Context: an optimization exercise on an open-source flow, tuned for small area, a short achievable clock period and few clock cycles per item. The choices shown serve that exercise and are no tape-out recipe.
In this exercise RTL edits were held to simulation tests only and were not proved equivalent to the original.

==> inputs of build 13 <==
Design phase_ctrl, start of the top module:
module phase_ctrl(
                  input             clk,
                  input             resetn,
                  input             i2c_wr,
                  input  [15:0]     i2c_wdata,
                  input  [3:0]      i2c_addr,
                  input             fifo_empty,
                  input  [17:0]     fifo_rdata,
                  output            fifo_rden,
                  output     [17:0] fifo_wdata,
                  output            fifo_wren,
                  input             fifo_almost_full
                 );
Settings: LEC_CHECK=0, ABC_AREA=1, CAP_MARGIN=20, CORE_MARGIN=2, CORE_UTILIZATION=40, SETUP_SLACK_MARGIN=4.45, SLEW_MARGIN=20; clock period 8.0 ns.
run.sh (not shown) runs the stock make flow with config.mk's settings and CLKGATE_MAP_FILE= SYNTH_SCRIPT=/design/flow/synth_recipe.tcl, a recipe that flattens the netlist after the stock synthesis.
==> trial 33 (differences from build 13) <==
--- a/flow/design.v
+++ b/flow/design.v
@@ -486,18 +486,18 @@
 wire p484 = p453 ^ p455 ^ p457;
 wire p485 = (p453 & p455) | (p453 & p457) | (p455 & p457);
 wire p486 = p476 ^ p478 ^ p480;
 wire p487 = (p476 & p478) | (p476 & p480) | (p478 & p480);
 wire p488 = p459 ^ p482 ^ p461;
 wire p489 = (p459 & p482) | (p459 & p461) | (p482 & p461);
 wire p490 = p484 ^ p486;
 wire p491 = p484 & p486;
-wire p492 = ~(p103 ^ p113);
-wire p493 = p103 | p113;
+wire p492 = 1'b1 ^ p103 ^ p113;
+wire p493 = (1'b1 & p103) | (1'b1 & p113) | (p103 & p113);
 wire p494 = p152 ^ p167 ^ p182;
 wire p495 = (p152 & p167) | (p152 & p182) | (p167 & p182);
 wire p496 = p197 ^ p211 ^ p223;
 wire p497 = (p197 & p211) | (p197 & p223) | (p211 & p223);
 wire p498 = p233 ^ p32 ^ p47;
 wire p499 = (p233 & p32) | (p233 & p47) | (p32 & p47);
 wire p500 = p62 ^ p77 ^ p91;
 wire p501 = (p62 & p77) | (p62 & p91) | (p77 & p91);
@@ -510,18 +510,18 @@
 wire p508 = p500 ^ p477 ^ p479;
 wire p509 = (p500 & p477) | (p500 & p479) | (p477 & p479);
 wire p510 = p481 ^ p502 ^ p504;
 wire p511 = (p481 & p502) | (p481 & p504) | (p502 & p504);
 wire p512 = p506 ^ p483 ^ p485;
 wire p513 = (p506 & p483) | (p506 & p485) | (p483 & p485);
 wire p514 = p508 ^ p487 ^ p510;
 wire p515 = (p508 & p487) | (p508 & p510) | (p487 & p510);
-wire p516 = ~(p104 ^ p114);
-wire p517 = p104 | p114;
+wire p516 = 1'b1 ^ p104 ^ p114;
+wire p517 = (1'b1 & p104) | (1'b1 & p114) | (p104 & p114);
 wire p518 = p153 ^ p168 ^ p183;
 wire p519 = (p153 & p168) | (p153 & p183) | (p168 & p183);
 wire p520 = p198 ^ p212 ^ p224;
 wire p521 = (p198 & p212) | (p198 & p224) | (p212 & p224);
 wire p522 = p234 ^ p33 ^ p48;
 wire p523 = (p234 & p33) | (p234 & p48) | (p33 & p48);
 wire p524 = p63 ^ p78 ^ p92;
 wire p525 = (p63 & p78) | (p63 & p92) | (p78 & p92);
@@ -554,18 +554,18 @@
 wire p552 = p542 ^ p544 ^ p546;
 wire p553 = (p542 & p544) | (p542 & p546) | (p544 & p546);
 wire p554 = p527 ^ p529 ^ p531;
 wire p555 = (p527 & p529) | (p527 & p531) | (p529 & p531);
 wire p556 = p548 ^ p550 ^ p552;
 wire p557 = (p548 & p550) | (p548 & p552) | (p550 & p552);
 wire p558 = p533 ^ p535 ^ p554;
 wire p559 = (p533 & p535) | (p533 & p554) | (p535 & p554);
-wire p560 = ~(p106 ^ p116);
-wire p561 = p106 | p116;
+wire p560 = 1'b1 ^ p106 ^ p116;
+wire p561 = (1'b1 & p106) | (1'b1 & p116) | (p106 & p116);
 wire p562 = p170 ^ p185 ^ p200;
 wire p563 = (p170 & p185) | (p170 & p200) | (p185 & p200);
 wire p564 = p214 ^ p226 ^ p236;
 wire p565 = (p214 & p226) | (p214 & p236) | (p226 & p236);
 wire p566 = p50 ^ p65 ^ p80;
 wire p567 = (p50 & p65) | (p50 & p80) | (p65 & p80);
 wire p568 = p94 ^ p541 ^ p543;
 wire p569 = (p94 & p541) | (p94 & p543) | (p541 & p543);
@@ -590,18 +590,18 @@
 wire p588 = p565 ^ p567 ^ p580;
 wire p589 = (p565 & p567) | (p565 & p580) | (p567 & p580);
 wire p590 = p582 ^ p584 ^ p569;
 wire p591 = (p582 & p584) | (p582 & p569) | (p584 & p569);
 wire p592 = p571 ^ p573 ^ p586;
 wire p593 = (p571 & p573) | (p571 & p586) | (p573 & p586);
 wire p594 = p588 ^ p575 ^ p590;
 wire p595 = (p588 & p575) | (p588 & p590) | (p575 & p590);
-wire p596 = ~(p108 ^ p118);
-wire p597 = p108 | p118;
+wire p596 = 1'b1 ^ p108 ^ p118;
+wire p597 = (1'b1 & p108) | (1'b1 & p118) | (p108 & p118);
 wire p598 = p187 ^ p202 ^ p216;
 wire p599 = (p187 & p202) | (p187 & p216) | (p202 & p216);
 wire p600 = p228 ^ p238 ^ p67;
 wire p601 = (p228 & p238) | (p228 & p67) | (p238 & p67);
 wire p602 = p82 ^ p96 ^ p581;
 wire p603 = (p82 & p96) | (p82 & p581) | (p96 & p581);
 wire p604 = p583 ^ p585 ^ p596;
 wire p605 = (p583 & p585) | (p583 & p596) | (p585 & p596);
@@ -696,17 +696,17 @@
                   input             clk,
                   input             resetn,
                   input             i2c_wr,
                   input  [15:0]     i2c_wdata,
                   input  [3:0]      i2c_addr,
                   input             fifo_empty,
                   input  [17:0]     fifo_rdata,
                   output            fifo_rden,
-                  output     [17:0] fifo_wdata,
+                  output reg [17:0] fifo_wdata,
                   output            fifo_wren,
                   input             fifo_almost_full
                  );
 localparam NX = 80;
 wire [23:0] enc_a, enc_b;
 genvar k;
 generate
     for (k = 0; k < 8; k = k + 1) begin : benc
@@ -726,43 +726,45 @@
         ae <= 24'h001000;
         be <= 24'h925924;
     end else if (i2c_wr) begin
         if (i2c_addr == 4'd0) ae <= enc_a;
         if (i2c_addr == 4'd1) be <= enc_b;
     end
 end
 reg [8:0] sr;
+reg       wv;            
 reg [2:0] credit;        
 reg       hv;            
 reg       adv;           
 wire mid = |sr[4:0];
-wire ov = |sr[8:3];      
 wire can_wr = |credit;
-wire idle = ~|sr;
+wire idle = ~wv & ~|sr;
 assign fifo_rden = (adv & mid) | (adv & ~fifo_empty);
-assign fifo_wren = ov & can_wr;
-wire       ov_n = adv ? |sr[7:2] : ov;
+assign fifo_wren = wv & can_wr;
+wire       wv_n = adv ? |sr[8:3] : wv;
 wire [2:0] credit_n = (fifo_almost_full ? (idle ? 3'd0 : credit) : 3'd6) - {2'b00, fifo_wren};
 always @(posedge clk or negedge resetn) begin
     if (!resetn) begin
         sr <= 9'd0;
         hv <= 1'b0;
     end else if (adv) begin
         sr <= {sr[7:0], ~mid & ~fifo_empty};
         if (sr[6]) hv <= 1'b1;
     end
 end
 always @(posedge clk or negedge resetn) begin
     if (!resetn) begin
+        wv <= 1'b0;
         credit <= 3'd0;
         adv <= 1'b1;
     end else begin
+        wv <= wv_n;
         credit <= credit_n;
-        adv <= ~ov_n | (|credit_n);
+        adv <= ~wv_n | (|credit_n);
     end
 end
 reg  [15:0]   W;
 reg  [15:0]   H0, H1, H2, H3, H4;
 reg  [NX-1:0] X;
 reg  [15:0]   Y, D;
 wire [NX-1:0] x_n;
 wire [15:0]   y_n;
@@ -778,14 +780,19 @@
         D <= Y;
         if (rot) begin
             H0 <= H1;
             H1 <= H2;
             H2 <= H3;
             H3 <= H4;
             H4 <= W;
         end
+        if (sr[3])
+            fifo_wdata <= {2'b01, fifo_rdata[15:0]};
+        else if (sr[4] | sr[5] | sr[6])
+            fifo_wdata <= {2'b00, D};
+        else if (sr[7])
+            fifo_wdata <= {2'b00, Y};
+        else
+            fifo_wdata <= {2'b10, Y};
     end
 end
-assign fifo_wdata = sr[3] ? {2'b01, fifo_rdata[15:0]} :
-                    (sr[4] | sr[5] | sr[6]) ? {2'b00, D} :
-                    {sr[8], 1'b0, Y};
 endmodule
Settings changed: CTS_BUF_LIST set to sky130_fd_sc_hd__clkbuf_4 sky130_fd_sc_hd__clkbuf_8, CTS_CLUSTER_SIZE set to 30, SETUP_SLACK_MARGIN 4.45 to 4.4.
==> qor summary <==
Outcome: trial 33 finished clean; build 13 finished clean
Maximum number of pins on one net before global-route repair: trial 33 81; build 13 70
Multi-input combinational cell count: trial 33 1,274; build 13 1,300
Data arrival time at the worst-slack endpoint: trial 33 3970 ps; build 13 2040 ps
Initial Utilization: trial 33 0.403; build 13 0.403
Post-CTS repair timing setup buffer count: trial 33 47; build 13 68
Synth Area in Simple Gates: trial 33 0.0858; build 13 0.101
Antenna violations before repair: trial 33 1; build 13 0
Detail Route met3 WL: trial 33 4900 µm; build 13 4910 µm
Maximum achievable frequency: trial 33 279 MHz; build 13 275 MHz
Post-synthesis average cell area: trial 33 10.2 µm²; build 13 10.0 µm²
Number of H-tree levels: trial 33 2; build 13 1
Hold slack final: trial 33 410 ps; build 13 412 ps
Final cell count without fillers: trial 33 2,858; build 13 2,924
Testbench counts of build 13, summed over its fixed seeds: cycles 2,336, frames 384.
Testbench counts of trial 33, summed over its fixed seeds: cycles 2,344, frames 384.

## port drivers added, routing unchanged
The flow's constraints put no driver on any port. The routed layouts listed below were extracted and timed again, unchanged, in two steps.
Step 1 sets driving cells, clkbuf_16 on the clock port and buf_2 on the other inputs (assumed; they add their load-dependent delay and slew).
Step 2, shift: input delay + t, output delay - t, t = (earliest + latest rising clock arrival at the registers) / 2. This alone moves slack from input paths to output paths.
Three values: ideal ports, drivers, drivers and shift; two values: the first two.
| run | shift t [ns] | setup WS [ns] | cell pins on the clock port's net |
|---|---|---|---|
| build 13 | 0.655 | 4.365 / 4.308 / 4.068 | 1 |
| trial 33 | 0.686 | 4.416 / 4.407 / 4.220 | 1 |
After both steps setup and hold are still met in every run listed. The setup slack of build 13, which loses most, moves by -0.057 ns with the drivers and by -0.297 ns with both steps.
